Background: an optimization exercise with open tools, aiming at small area. Do not read the settings as production practice. The RTL was checked by simulation tests, not by an equivalence proof against the original design. Power and IR drop assume default switching activity.

$ cat design/flow/design.v
module cacheline (
    input clk,
    input reset,
    input os_req,
    input [8-1:0] hitmap,
    input user_req,
    input [32-1:0] addr,
    output reg hit
);
    reg [32-1:0] tag0, tag1, tag2, tag3, tag4, tag5, tag6, tag7;
    reg [7:0] valid;
    reg [7:0] dom;         
    reg [7:1] meta;        
    wire u4 = dom[0] & dom[1];
    wire u5 = dom[2] & dom[3];
    wire u6 = dom[4] & dom[5];
    wire u7 = dom[6] & dom[7];
    wire u2 = u4 & u5;
    wire u3 = u6 & u7;
    wire u1 = u2 & u3;
    wire v1 = u1 ? meta[1] : (dom[4] | dom[5] | dom[6] | dom[7]);
    wire v2 = u2 ? meta[2] : (dom[2] | dom[3]);
    wire v3 = u3 ? meta[3] : (dom[6] | dom[7]);
    wire v4 = u4 ? meta[4] : dom[1];
    wire v5 = u5 ? meta[5] : dom[3];
    wire v6 = u6 ? meta[6] : dom[5];
    wire v7 = u7 ? meta[7] : dom[7];
    wire [7:0] m;
    wire [7:0] e;
    cacheline_tageq eq0 (.a(tag0), .b(addr), .eq(e[0]));
    assign m[0] = valid[0] & dom[0] & e[0];
    cacheline_tageq eq1 (.a(tag1), .b(addr), .eq(e[1]));
    assign m[1] = valid[1] & dom[1] & e[1];
    cacheline_tageq eq2 (.a(tag2), .b(addr), .eq(e[2]));
    assign m[2] = valid[2] & dom[2] & e[2];
    cacheline_tageq eq3 (.a(tag3), .b(addr), .eq(e[3]));
    assign m[3] = valid[3] & dom[3] & e[3];
    cacheline_tageq eq4 (.a(tag4), .b(addr), .eq(e[4]));
    assign m[4] = valid[4] & dom[4] & e[4];
    cacheline_tageq eq5 (.a(tag5), .b(addr), .eq(e[5]));
    assign m[5] = valid[5] & dom[5] & e[5];
    cacheline_tageq eq6 (.a(tag6), .b(addr), .eq(e[6]));
    assign m[6] = valid[6] & dom[6] & e[6];
    cacheline_tageq eq7 (.a(tag7), .b(addr), .eq(e[7]));
    assign m[7] = valid[7] & dom[7] & e[7];
    wire any = |m;
    reg [2:0] hw;
    always @* begin
        casez (m)
            8'b???????1: hw = 3'd0;
            8'b??????10: hw = 3'd1;
            8'b?????100: hw = 3'd2;
            8'b????1000: hw = 3'd3;
            8'b???10000: hw = 3'd4;
            8'b??100000: hw = 3'd5;
            8'b?1000000: hw = 3'd6;
            default:     hw = 3'd7;
        endcase
    end
    wire [2:0] vw;
    assign vw[2] = v1;
    assign vw[1] = v1 ? v3 : v2;
    assign vw[0] = v1 ? (v3 ? v7 : v6) : (v2 ? v5 : v4);
    wire [2:0] aw = any ? hw : vw;
    wire req = !reset && !os_req && user_req;
    wire fill = req && !any;
    wire [7:0] we = fill ? (8'd1 << vw) : 8'd0;
    always @(posedge clk) begin
        if (we[0]) tag0 <= addr;
        if (we[1]) tag1 <= addr;
        if (we[2]) tag2 <= addr;
        if (we[3]) tag3 <= addr;
        if (we[4]) tag4 <= addr;
        if (we[5]) tag5 <= addr;
        if (we[6]) tag6 <= addr;
        if (we[7]) tag7 <= addr;
    end
    always @(posedge clk) begin
        if (reset) begin
            valid <= 8'd0;
            dom <= 8'd0;
            meta <= 7'd0;
            hit <= 1'b0;
        end else if (os_req) begin
            dom <= hitmap;
            hit <= 1'b0;
        end else if (user_req) begin
            hit <= any;
            valid <= valid | we;
            if (u1) meta[1] <= !aw[2];
            if (u2 && !aw[2]) meta[2] <= !aw[1];
            if (u3 && aw[2]) meta[3] <= !aw[1];
            if (u4 && aw[2:1] == 2'd0) meta[4] <= !aw[0];
            if (u5 && aw[2:1] == 2'd1) meta[5] <= !aw[0];
            if (u6 && aw[2:1] == 2'd2) meta[6] <= !aw[0];
            if (u7 && aw[2:1] == 2'd3) meta[7] <= !aw[0];
        end
    end
endmodule
module cacheline_tageq (
    input [32-1:0] a,
    input [32-1:0] b,
    output eq
);
    assign eq = (a == b);
endmodule
$ cat design/flow/flow/run.sh
#!/bin/bash
# Layout flow: the standard synthesis (standard.sh synth, unchanged), then
# the standard layout steps with these changes:
#  - ports are buffered with a small buffer instead of the resizer's default
#    pick (a slow delay cell);
#  - clock-tree synthesis uses clusters of clkbuf_16 leaves and no dummy
#    balancing loads;
#  - the largest plain buffers are kept out of the post-synthesis repair steps.
# Each ORFS step writes its full log under orfs/logs/; make's own output goes
# to synth.log and layout.log in this folder.
set -euo pipefail
PORT_BUF=sky130_fd_sc_hd__buf_1
CTS="-sink_clustering_enable -repair_clock_nets -dont_use_dummy_load -buf_list {sky130_fd_sc_hd__clkbuf_16} -sink_clustering_size 25 -sink_clustering_max_diameter 100"
PLATFORM_DONT_USE="sky130_fd_sc_hd__probe_p_8 sky130_fd_sc_hd__probec_p_8 sky130_fd_sc_hd__lpflow_bleeder_1 sky130_fd_sc_hd__lpflow_clkbufkapwr_1 sky130_fd_sc_hd__lpflow_clkbufkapwr_16 sky130_fd_sc_hd__lpflow_clkbufkapwr_2 sky130_fd_sc_hd__lpflow_clkbufkapwr_4 sky130_fd_sc_hd__lpflow_clkbufkapwr_8 sky130_fd_sc_hd__lpflow_clkinvkapwr_1 sky130_fd_sc_hd__lpflow_clkinvkapwr_16 sky130_fd_sc_hd__lpflow_clkinvkapwr_2 sky130_fd_sc_hd__lpflow_clkinvkapwr_4 sky130_fd_sc_hd__lpflow_clkinvkapwr_8 sky130_fd_sc_hd__lpflow_decapkapwr_12 sky130_fd_sc_hd__lpflow_decapkapwr_3 sky130_fd_sc_hd__lpflow_decapkapwr_4 sky130_fd_sc_hd__lpflow_decapkapwr_6 sky130_fd_sc_hd__lpflow_decapkapwr_8 sky130_fd_sc_hd__lpflow_inputiso0n_1 sky130_fd_sc_hd__lpflow_inputiso0p_1 sky130_fd_sc_hd__lpflow_inputiso1n_1 sky130_fd_sc_hd__lpflow_inputiso1p_1 sky130_fd_sc_hd__lpflow_inputisolatch_1 sky130_fd_sc_hd__lpflow_isobufsrc_1 sky130_fd_sc_hd__lpflow_isobufsrc_16 sky130_fd_sc_hd__lpflow_isobufsrc_2 sky130_fd_sc_hd__lpflow_isobufsrc_4 sky130_fd_sc_hd__lpflow_isobufsrc_8 sky130_fd_sc_hd__lpflow_isobufsrckapwr_16 sky130_fd_sc_hd__lpflow_lsbuf_lh_hl_isowell_tap_1 sky130_fd_sc_hd__lpflow_lsbuf_lh_hl_isowell_tap_2 sky130_fd_sc_hd__lpflow_lsbuf_lh_hl_isowell_tap_4 sky130_fd_sc_hd__lpflow_lsbuf_lh_isowell_4 sky130_fd_sc_hd__lpflow_lsbuf_lh_isowell_tap_1 sky130_fd_sc_hd__lpflow_lsbuf_lh_isowell_tap_2 sky130_fd_sc_hd__lpflow_lsbuf_lh_isowell_tap_4"
EXTRA_DONT_USE="sky130_fd_sc_hd__buf_8 sky130_fd_sc_hd__buf_12 sky130_fd_sc_hd__buf_16 sky130_fd_sc_hd__bufbuf_8 sky130_fd_sc_hd__bufbuf_16 sky130_fd_sc_hd__buf_6"
bash standard.sh synth > synth.log 2>&1
bash standard.sh "BUFFER_PORTS_ARGS=-buffer_cell $PORT_BUF" "CTS_ARGS=$CTS" "DONT_USE_CELLS=$PLATFORM_DONT_USE $EXTRA_DONT_USE" finish > layout.log 2>&1
$ cat design/flow/standard.sh
#!/bin/bash
# synth_recipe.tcl (not shown) runs the flow's synth.tcl, then flattens the netlist and writes it again
# the make line also repeats each setting of config.mk as NAME=value (left out here)
make -C /OpenROAD-flow-scripts/flow DESIGN_CONFIG=/design/flow/config.mk WORK_HOME=/design/flow/orfs CLKGATE_MAP_FILE= SYNTH_SCRIPT=/design/flow/synth_recipe.tcl "${@:-finish}"
$ cat design/flow/config.mk
export PLATFORM = sky130hd
export DESIGN_NAME = cacheline
export DESIGN_NICKNAME = cacheline
export VERILOG_FILES = /design/flow/design.v
export SDC_FILE = /design/flow/constraint.sdc
export NUM_CORES = 4
export LEC_CHECK = 0
export CAP_MARGIN = 20
export CORE_MARGIN = 2
export CORE_UTILIZATION = 40
export GPL_TIMING_DRIVEN = 0
export SLEW_MARGIN = 20
export SYNTH_HIERARCHICAL = 1
$ cat design/flow/constraint.sdc
create_clock -name core_clock -period 5.0 [get_ports {clk}]
set_input_delay 1.0000 -clock core_clock [delete_from_list [all_inputs] [get_ports {clk}]]
set_output_delay 1.0000 -clock core_clock [all_outputs]
set_load 0.01 [all_outputs]
==> summary.md <==
| Metric | Value |
|---|---|
| Number of synthesized flops with an enable pin | `256` |
| Root buffer cell | `clkbuf_16` |
| CP arrival | `4.26 ns` |
| Placed Instances | `1200` |
| Top post-synthesis cells by area | `edfxtp_1, xor2_1, dfxtp_1` |
| Net Sw Power | `0.000865 W` |
| Switching share of power | `21.2%` |
| Max Freq | `244 MHz` |
| Element type at the critical path start | `primary input` |
| Vias in the first global route | `5726` |
| Final Hold Viols | `0` |
| MaxCap Viol Count | `0` |
| CP Launch Point | `addr[1]` |
| Worst-path clk slew | `0.09 ns` |
| Clock skew | `0.0421 ns` |
| Setup violators final | `0` |
| PD cells | `313 nW/um^2` |
| Synthesized area | `11900 um^2` |
| P_int | `0.00321 W` |
| Metal3 WL | `622 um` |
| Register area share after synthesis | `68.8%` |
| Ports | `45` |
| H-tree depth | `1` |
| CTS Hold Bufs | `0` |
| Via count | `5894` |
| DPL Wire Length | `14.1 mm` |
| WL met1 | `10.3 mm` |
| Syn_area_per_cell | `15.6 um^2` |
| Die Width | `176 um` |
| Post-route setup slack | `0.909 ns` |
| Row count | `63` |
| Chip height | `176 um` |
| Required @ worst endpoint | `5.17 ns` |
| Outcome | `complete, no violations` |
| CTS Buffer Depth | `3` |
| Endpoint class of the critical path | `register` |
| Clk network pwr share | `29.6%` |
| Cell count after synthesis | `760` |
| Final period util | `81.8%` |
| Pwr Total | `0.00408 W` |
| WS Path Type | `in2reg` |
| Post-CTS Setup Bufs | `0` |
| Slew Limit Fails | `0` |
| Area Overhead vs Synth | `9.61%` |
| Nets | `871` |
| Total GRT Usage | `14.2%` |
| Num CTS Buffers | `15` |
| Antenna Nets Post-Route | `0` |
| Final core utilization | `44.3%` |
| Placer Congestion | `0.775` |
| Final min period | `4.09 ns` |
| Reg power frac | `63.7%` |
| Syn. warnings | `7` |
| Clk Latency, worst-skew pair | `0.49 ns` |
| Synth top area share | `64.7%` |
| Largest net degree at the start of global routing | `26` |
| Initial Utilization | `40.4%` |
| Critical path fanouts, max | `17` |
| TritonRoute pass-1 iters | `4` |
| Yosys reg bits | `280` |
| Leak Pwr | `4.25 nW` |
| Slew @ Worst Pin | `1.02 ns` |
| Proportion of layout cells with a drive suffix above 1 | `6.91%` |
| Syn_nets | `804` |
| CTS Sinks | `280` |
| VDD IR max | `221 uV` |
| Fraction of registers with async set/reset | `0%` |
| Wirelength per Cell | `17.8 um` |
| Commonest cells after routing, fill and taps aside | `xor2_1, edfxtp_1, nor4_1` |
| PortBufs | `42` |
| Dominant cell type by area after synthesis | `edfxtp_1` |
| Core area | `29400 um^2` |
| Hold Crit Class | `reg2reg` |
| Combinational Power Share | `6.6%` |
| Routed wire length | `21.6 mm` |
| First-pass GRT wire length | `33.9 mm` |
| Synth cell types | `50` |
| RR Endpoint | `tag4[26]$_DFFE_PP_` |
| CTS tree | `yes` |
| CP endpoint | `tag4[26]$_DFFE_PP_` |
| Worst Reg2Reg Path Length in Cells | `10` |
| DR iter-0 viols | `347` |
| Cts repair resizes | `0` |
| Routed wl met2 | `10.3 mm` |
| Vias per Instance | `4.85` |
| Final hold slack | `0.467 ns` |
| Slew headroom | `32.1%` |
| Reg-to-Reg Start | `tag6[25]$_DFFE_PP_` |
| Register-to-register setup slack | `1.78 ns` |
| Die area | `31100 um^2` |
| Post-synth top flop | `edfxtp_1` |
| Filler Cells Inserted | `2603` |
| Max layer used | `met4` |
| Post-route insts no fill | `1215` |
| GR Overflow Total | `0` |
| Ant. Diodes | `0` |
| Place WS | `0.294 ns` |
| Initial antenna violation count | `0` |
| RSZ-0062 raised after global routing | `no` |
| Post-route DRC | `0` |
per-stage QoR:
| stage | setup TNS [ns] | cell area [um^2] |
|---|---|---|
| after floorplan | 0 | 11900 |
| after global placement | -254.94 | 12500 |
| after detailed placement | 0 | 12600 |
| after CTS | 0 | 13000 |
| after global routing | 0 | 13000 |
| final | 0 | 13000 |
area by class of cell:
class	count	area, um^2	share of cell area, %
sequential	280	8170	62.7
multi-input combinational	472	3710	28.5
tap	390	488	3.75
clock buffer	15	375	2.88
timing repair buffer	50	218	1.67
buffer	5	46.3	0.356
inverter	3	11.3	0.0865
state kept, by name (all words and copies together), names as in the netlist:
name / flops
hit: 1
tag1: 32
meta: 7
tag7: 32
dom: 8
tag4: 32
tag5: 32
valid: 8
tag2: 32
tag0: 32
tag6: 32
tag3: 32
metal layers:
layer	vias up	track usage [%]
met3	17	1.70
li1	2953	-
met4	0	2.58
met1	2845	20.0
met2	79	24.1
met5	-	0
Yosys stat by module (local to each module, per instance):
module / flops+latches / copies in the design / cell area, um^2
cacheline_tageq: 0 / 8 / 347
cacheline: 280 / 1 / 9100
worst min-delay path by stage:
stage | startpoint | to | slack, ns | cells after the start
6_report | meta[5]$_SDFFE_PP0P_ | meta[5]$_SDFFE_PP0P_ | 0.47 | 2
5_1_grt | valid[6]$_SDFFE_PP0P_ | valid[6]$_SDFFE_PP0P_ | 0.50 | 1
4_1_cts | meta[5]$_SDFFE_PP0P_ | meta[5]$_SDFFE_PP0P_ | 0.47 | 2
3_5_place_dp | valid[6]$_SDFFE_PP0P_ | valid[6]$_SDFFE_PP0P_ | 0.45 | 1
3_3_place_gp | valid[6]$_SDFFE_PP0P_ | valid[6]$_SDFFE_PP0P_ | 0.44 | 1
2_1_floorplan | valid[6]$_SDFFE_PP0P_ | valid[6]$_SDFFE_PP0P_ | 0.43 | 1
critical path, cell delays in order:
cell     delay (ns)
buf_1          0.67
xor2_1         0.20
nor4_1         0.09
nand4_1        0.17
nor2_1         0.10
and3_2         0.24
a31oi_4        0.23
nand4_1        0.23
or3_1          0.45
nor2_4         0.46
buf_4          0.37
Yosys cell counts (2+ instances only):
library cell    n
nor3_1          3
nand2_1         9
and2_1          2
o211ai_1        2
nand2b_1        2
and4_2          2
dfxtp_1        24
nor2b_1         2
nor2_1         37
and3_1          4
o21ai_0         3
nor3_2          3
nand3_1         6
a31oi_4         2
buf_6           3
nand4_2         2
nand3b_1        2
nor4_1         64
o21a_1          6
o221ai_1        2
nand4_1        21
xor2_1        256
a21oi_1         9
inv_1           2
edfxtp_1      256
mux2i_1        12
cells by family (layout without fill, tap and decap cells):
logic type	count (synthesis)	in the layout	synth area share, %
AO/OA/AOI/OAI	38	38	2.76
XOR/XNOR	256	256	18.9
buffers and inverters	8	73	0.485
flip-flops	280	280	68.8
multiplexers	12	12	1.01
AND/OR/NAND/NOR	166	166	8.09
power groups by stage:
stage	clock network, W	registers (W)	logic [W]
5_1_grt	0.00133	0.00260	0.000303
3_3_place_gp	0	0.00265	0.000267
2_1_floorplan	0	0.00265	0.000146
6_report	0.00121	0.00260	0.000270
4_1_cts	0.00125	0.00260	0.000279
3_5_place_dp	0	0.00265	0.000278

[afterwards: timing with drivers on the ports]
No port has a modelled driver above. Below, the same layout with a new extraction and two added sets of constraints.
Step 1, drivers: a clkbuf_16 drives clk and a buf_2 each remaining input, both assumed.
Step 2 times the ports against the registers' clock, not the clock port: input delays grow and output delays shrink by t, the midpoint of the rising clock arrivals with the driver on.
a / b / c = no drivers / after step 1 / after step 2; a / b = the first two.
shift t [ns]: 0.515
slack for setup (ns): 0.909 / 0.932 / 0.417
worst register clock-pin slew, ns: 0.10 / 0.10
After both steps setup and hold are still met in this run. The setup slack of this run moves by +0.023 ns with the drivers and by -0.492 ns with both steps.
